Source: an optimization exercise on an open RTL-to-GDS flow (aim: small area). Production flows keep margins and buffers that such runs may drop. Only simulation tests tie the RTL to the original design; equivalence was not proved. Power and IR drop assume default switching activity.

==> flow/design.v (excerpt) <==
module pwm_ctrl #(
  parameter 	NUM_CH = 8,
  parameter 	CNT_WIDTH = 16
)(
  input clock,
  input resetn,
  input read,
  input write,
  input [5:0] address,
  input chipselect,
  input [3:0] byteenable,
  input [31:0] writedata,
  output [31:0] readdata,
  output logic [NUM_CH-1:0] 	pwm_out_ff
);
Size: ~900 cells after synthesis, ~190 flip-flops, roughly 9600 sq um of cells after synthesis.
clock: 10.0 ns
lec_check: 0
cap_margin: 20
core_margin: 2
core_utilization: 40
slew_margin: 20
buffer_ports_args: -buffer_cell sky130_fd_sc_hd__buf_1
cts_args: -sink_clustering_enable -repair_clock_nets -dont_use_dummy_load -sink_clustering_size 30 -sink_clustering_max_diameter 200 -buf_list {sky130_fd_sc_hd__clkbuf_8}
standard.sh (not shown) runs the stock make flow with config.mk's settings and CLKGATE_MAP_FILE= SYNTH_SCRIPT=/design/flow/synth_recipe.tcl, a recipe that flattens the netlist after the stock synthesis.
==> flow/flow/run.sh <==
#!/bin/bash
set -e
cat >> config.mk <<'EOC'
export BUFFER_PORTS_ARGS = -buffer_cell sky130_fd_sc_hd__buf_1
export CTS_ARGS = -sink_clustering_enable -repair_clock_nets -dont_use_dummy_load -sink_clustering_size 30 -sink_clustering_max_diameter 200 -buf_list {sky130_fd_sc_hd__clkbuf_8}
EOC
bash standard.sh > standard.log 2>&1
The starting point produced a clean layout.
Rerun with:
==> flow/run.sh (new file) <==
#!/bin/bash
# synth_recipe.tcl (not shown) runs the flow's synth.tcl, then flattens the netlist and writes it again
# the make line also repeats each setting of config.mk as NAME=value (left out here)
make -C /OpenROAD-flow-scripts/flow DESIGN_CONFIG=/design/flow/config.mk WORK_HOME=/design/flow/orfs CLKGATE_MAP_FILE= SYNTH_SCRIPT=/design/flow/synth_recipe.tcl finish
==> flow/config.mk (replaced) <==
export PLATFORM = sky130hd
export DESIGN_NAME = pwm_ctrl
export DESIGN_NICKNAME = pwm_ctrl
export VERILOG_FILES = /design/flow/design.v
export SDC_FILE = /design/flow/constraint.sdc
export NUM_CORES = 4
export LEC_CHECK = 0
export CAP_MARGIN = 20
export CORE_MARGIN = 2
export CORE_UTILIZATION = 40
export CTS_BUF_LIST = sky130_fd_sc_hd__clkbuf_2 sky130_fd_sc_hd__clkbuf_4 sky130_fd_sc_hd__clkbuf_8
export CTS_CLUSTER_SIZE = 30
export SLEW_MARGIN = 20
removed: flow/flow/run.sh
removed: flow/standard.sh
Outcome: The changed run finished with timing, DRC and antenna clean; combinational power grows by roughly a tenth; power grows by a little under a tenth; cell area grows by a few percent.
Rerun with:
==> flow/flow/run.sh (new file) <==
#!/bin/bash
set -e
cp standard.sh standard.sh.orig_copy
echo 'export BUFFER_PORTS_ARGS = -buffer_cell sky130_fd_sc_hd__buf_1' >> config.mk
bash standard.sh > standard.log 2>&1
==> flow/standard.sh (new file) <==
#!/bin/bash
# synth_recipe.tcl (not shown) runs the flow's synth.tcl, then flattens the netlist and writes it again
# the make line also repeats each setting of config.mk as NAME=value (left out here)
make -C /OpenROAD-flow-scripts/flow DESIGN_CONFIG=/design/flow/config.mk WORK_HOME=/design/flow/orfs CLKGATE_MAP_FILE= SYNTH_SCRIPT=/design/flow/synth_recipe.tcl "${@:-finish}"
--- a/flow/config.mk
+++ b/flow/config.mk
@@ -9,5 +9,4 @@
 export CORE_MARGIN = 2
 export CORE_UTILIZATION = 40
-export CTS_BUF_LIST = sky130_fd_sc_hd__clkbuf_2 sky130_fd_sc_hd__clkbuf_4 sky130_fd_sc_hd__clkbuf_8
-export CTS_CLUSTER_SIZE = 30
 export SLEW_MARGIN = 20
+export BUFFER_PORTS_ARGS = -buffer_cell sky130_fd_sc_hd__buf_1
removed: flow/run.sh
Outcome: Register-to-register slack improves by 100 ps. Cell area went down slightly. Worst setup slack improves by 770 ps. Combinational power went down by a little under a tenth. Count of clock-buffer cells in the layout went up by 3. Worst hold slack degrades by 7.4 ps. Wire length went up slightly. Synthesized cell count does not change. Via count went up slightly. Sequential share of layout area went up by 0.26 points. Maximum frequency went up by roughly a tenth.
Rerun with:
==> flow/run.sh (new file) <==
#!/bin/bash
# synth_recipe.tcl (not shown) runs the flow's synth.tcl, then flattens the netlist and writes it again
# the make line also repeats each setting of config.mk as NAME=value (left out here)
make -C /OpenROAD-flow-scripts/flow DESIGN_CONFIG=/design/flow/config.mk WORK_HOME=/design/flow/orfs CLKGATE_MAP_FILE= SYNTH_SCRIPT=/design/flow/synth_recipe.tcl finish
--- a/flow/config.mk
+++ b/flow/config.mk
@@ -10,3 +10,2 @@
 export CORE_UTILIZATION = 40
 export SLEW_MARGIN = 20
-export BUFFER_PORTS_ARGS = -buffer_cell sky130_fd_sc_hd__buf_1
removed: flow/flow/run.sh
removed: flow/standard.sh
Design area increases by a few percent.
Die area does not change.
Utilization goes up by 1.1 points.
Setup slack got worse by 810 ps.
Sequential share of layout area came out lower by 1.1 points.
Via count drops slightly.
Maximum frequency fell by roughly a tenth.
Clock-buffer cell count falls by 3.
First-iteration DRC count went down slightly.
Routed wire length drops slightly.
Power drops by a few percent.

The RTL this note starts from:
==> flow/design.v <==
module pwm_ctrl #(
  parameter 	NUM_CH = 8,
  parameter 	CNT_WIDTH = 16
)(
  input clock,
  input resetn,
  input read,
  input write,
  input [5:0] address,
  input chipselect,
  input [3:0] byteenable,
  input [31:0] writedata,
  output [31:0] readdata,
  output logic [NUM_CH-1:0] 	pwm_out_ff
);
integer i;
genvar j, k;
logic              we;
logic              sel_max;
logic              sel_en;
logic [NUM_CH-1:0] sel_duty;
assign we      = chipselect & write;
assign sel_max = address == 6'd0;
assign sel_en  = address == 6'd1;
always_comb
  for (i = 0; i < NUM_CH; i = i + 1)
    sel_duty[i] = address == 6'(i + 2);
logic [15:0] wd_duty;
assign wd_duty = writedata[15:0] & {{8{byteenable[1]}}, {8{byteenable[0]}}};
logic [1:0]           max_wr_ff;
logic [CNT_WIDTH-1:0] max_raw_ff;
logic [CNT_WIDTH-1:0] cnt_max;
generate
  for (k = 0; k < 2; k = k + 1) begin: max_byte
    always_ff @(posedge clock, negedge resetn)
      if (!resetn)
        max_wr_ff[k] <= 1'b0;
      else if (we && sel_max && byteenable[k])
        max_wr_ff[k] <= 1'b1;
    always_ff @(posedge clock)
      if (we && sel_max && byteenable[k])
        max_raw_ff[8*k +: 8] <= writedata[8*k +: 8];
    assign cnt_max[8*k +: 8] = max_raw_ff[8*k +: 8] | {8{~max_wr_ff[k]}};
  end
endgenerate
logic [NUM_CH-1:0] ch_en_ff;
always_ff @(posedge clock, negedge resetn)
  if (!resetn)
    ch_en_ff <= {NUM_CH{1'b0}};
  else if (we && sel_en && byteenable[0])
    ch_en_ff <= writedata[NUM_CH-1:0];
logic [NUM_CH-1:0]    duty_wr_ff;
logic [CNT_WIDTH-1:0] duty_raw_ff [NUM_CH-1:0];
generate
  for (j = 0; j < NUM_CH; j = j + 1) begin: ch
    always_ff @(posedge clock, negedge resetn)
      if (!resetn)
        duty_wr_ff[j] <= 1'b0;
      else if (we && sel_duty[j])
        duty_wr_ff[j] <= 1'b1;
    for (k = 0; k < 2; k = k + 1) begin: duty_byte
      always_ff @(posedge clock)
        if (we && sel_duty[j] && (byteenable[k] || !duty_wr_ff[j]))
          duty_raw_ff[j][8*k +: 8] <= ~wd_duty[8*k +: 8];
    end
  end
endgenerate
logic [15:0] rd;
always_comb begin
  rd = (cnt_max & {16{sel_max}}) |
       ({8'd0, ch_en_ff} & {16{sel_en}});
  for (i = 0; i < NUM_CH; i = i + 1)
    rd = rd | (~duty_raw_ff[i] & {16{sel_duty[i] & duty_wr_ff[i]}});
end
assign readdata = {16'd0, rd};
logic [CNT_WIDTH-1:0] cnt_ff;
always_ff @(posedge clock)
  if (!(|ch_en_ff) || cnt_ff == cnt_max)
    cnt_ff <= '0;
  else
    cnt_ff <= cnt_ff + 1'b1;
function automatic logic less(input logic [CNT_WIDTH-1:0] c,
                              input logic [CNT_WIDTH-1:0] d);
  logic lt;
  lt = 1'b0;
  for (int b = 0; b < CNT_WIDTH; b = b + 1)
    lt = (~c[b] & d[b]) | ((~c[b] | d[b]) & lt);
  less = lt;
endfunction
always_ff @(posedge clock, negedge resetn)
  if (!resetn)
    pwm_out_ff <= {NUM_CH{1'b0}};
  else
    for (i = 0; i < NUM_CH; i = i + 1)
      pwm_out_ff[i] <= ch_en_ff[i] && duty_wr_ff[i] && less(cnt_ff, ~duty_raw_ff[i]);
endmodule
clock: 10.0 ns
lec_check: 0
cap_margin: 0
core_margin: 2
core_utilization: 65
slew_margin: 0
buffer_ports_args: -buffer_cell sky130_fd_sc_hd__buf_1
cts_args: -sink_clustering_enable -repair_clock_nets -dont_use_dummy_load -buf_list {sky130_fd_sc_hd__clkbuf_8}
==> flow/flow/run.sh <==
#!/bin/bash
# The standard layout (standard.sh) with three changes:
#  - synthesis maps logic with an area-oriented ABC script (flow/synth.tcl);
#  - the port buffers are buf_1 cells;
#  - the clock tree uses clkbuf_8 cells and no dummy loads.
set -e
export FLOW_ABC_SCRIPT=$PWD/flow/abc_area_min.script
cat >> config.mk <<'EOC'
export BUFFER_PORTS_ARGS = -buffer_cell sky130_fd_sc_hd__buf_1
export CTS_ARGS = -sink_clustering_enable -repair_clock_nets -dont_use_dummy_load -buf_list {sky130_fd_sc_hd__clkbuf_8}
EOC
bash standard.sh SYNTH_SCRIPT=$PWD/flow/synth.tcl finish > standard.log 2>&1
==> flow/flow/abc_area_min.script <==
strash
ifraig
dc2
dch -f
map -a
==> flow/flow/synth.tcl <==
# synth_recipe.tcl (the standard synthesis) with one change: ABC maps the
# logic with the area-oriented script in abc_area_min.script.
proc synth {args} { yosys synth -nofsm -noshare {*}$args }
proc abc {args} {
  set i [lsearch -exact $args -script]
  if {$i >= 0} { lset args [expr {$i + 1}] $::env(FLOW_ABC_SCRIPT) }
  yosys abc {*}$args
}
source $::env(SCRIPTS_DIR)/synth.tcl
# left out here: clear keep_hierarchy, flatten, clean up, hide names made inside functions, write 1_2_yosys.v
==> next run, changes <==
--- a/flow/flow/run.sh
+++ b/flow/flow/run.sh
@@ -8,5 +8,5 @@
 cat >> config.mk <<'EOC'
 export BUFFER_PORTS_ARGS = -buffer_cell sky130_fd_sc_hd__buf_1
-export CTS_ARGS = -sink_clustering_enable -repair_clock_nets -dont_use_dummy_load -buf_list {sky130_fd_sc_hd__clkbuf_8}
+export CTS_ARGS = -sink_clustering_enable -repair_clock_nets -dont_use_dummy_load -sink_clustering_size 50 -sink_clustering_max_diameter 300 -sink_clustering_buffer sky130_fd_sc_hd__clkbuf_16 -buf_list {sky130_fd_sc_hd__clkbuf_16}
 EOC
 bash standard.sh SYNTH_SCRIPT=$PWD/flow/synth.tcl finish > standard.log 2>&1
Settings changed: CTS_ARGS -sink_clustering_enable -repair_clock_nets -dont_use_dummy_load -buf_list {sky130_fd_sc_hd__clkbuf_8} to -sink_clustering_enable -repair_clock_nets -dont_use_dummy_load -sink_clustering_size 50 -sink_clustering_max_diameter 300 -sink_clustering_buffer sky130_fd_sc_hd__clkbuf_16 -buf_list {sky130_fd_sc_hd__clkbuf_16}.
After rerunning: The changed run completed without violations. Power goes up by 12%. Cell area goes up by 2.1%. Register-to-register slack degrades by 0.02 ns. Setup slack improves by 0.028 ns. Clock skew goes down by 0.0065 ns. Maximum frequency goes up by 0.41%. Synthesized cell count stays the same. Routed wire length is about the same. Non-clock buffer count is unchanged.

-- what the ideal ports hide --
No port has a modelled driver above. Below, the same layouts with a new extraction and two added sets of constraints.
Step 1 (the two cells are an assumption about what drives the block):
set clk [get_ports {clock}]
set_driving_cell -lib_cell sky130_fd_sc_hd__clkbuf_16 $clk
set_driving_cell -lib_cell sky130_fd_sc_hd__buf_2 [delete_from_list [all_inputs] $clk]
Step 2 times the ports against the registers' clock, not the clock port: input delays grow and output delays shrink by t, the midpoint of the rising clock arrivals with the driver on.
Three values: no drivers, after step 1, after step 2; two values: the first two.
| run | shift t [ns] | slack for setup (ns) | hold WS [ns] | clock arrival spread, ns | cell pins on the clock port's net |
|---|---|---|---|---|---|
| the first run of note 1 | 0.495 | 3.396 / 3.376 / 3.376 | 0.559 / 0.559 / 0.559 | 0.030 / 0.029 | 1 |
| the second run of note 1 | 0.514 | 2.626 / 2.603 / 2.603 | 0.557 / 0.557 / 0.557 | 0.013 / 0.013 | 1 |
| the third run of note 1 | 0.481 | 3.395 / 3.374 / 3.374 | 0.550 / 0.550 / 0.550 | 0.012 / 0.011 | 1 |
| the fourth run of note 1 | 0.478 | 2.580 / 2.558 / 2.558 | 0.548 / 0.548 / 0.548 | 0.009 / 0.009 | 1 |
| the first run of note 2 | 0.499 | 3.143 / 3.124 / 3.124 | 0.515 / 0.515 / 0.515 | 0.023 / 0.022 | 1 |
| the second run of note 2 | 0.468 | 3.171 / 3.152 / 3.152 | 0.509 / 0.509 / 0.509 | 0.015 / 0.016 | 1 |
After both steps every run listed still meets setup and hold. The setup slack of the second run of note 1, which loses most, moves by -0.023 ns with the drivers and by -0.023 ns with both steps.
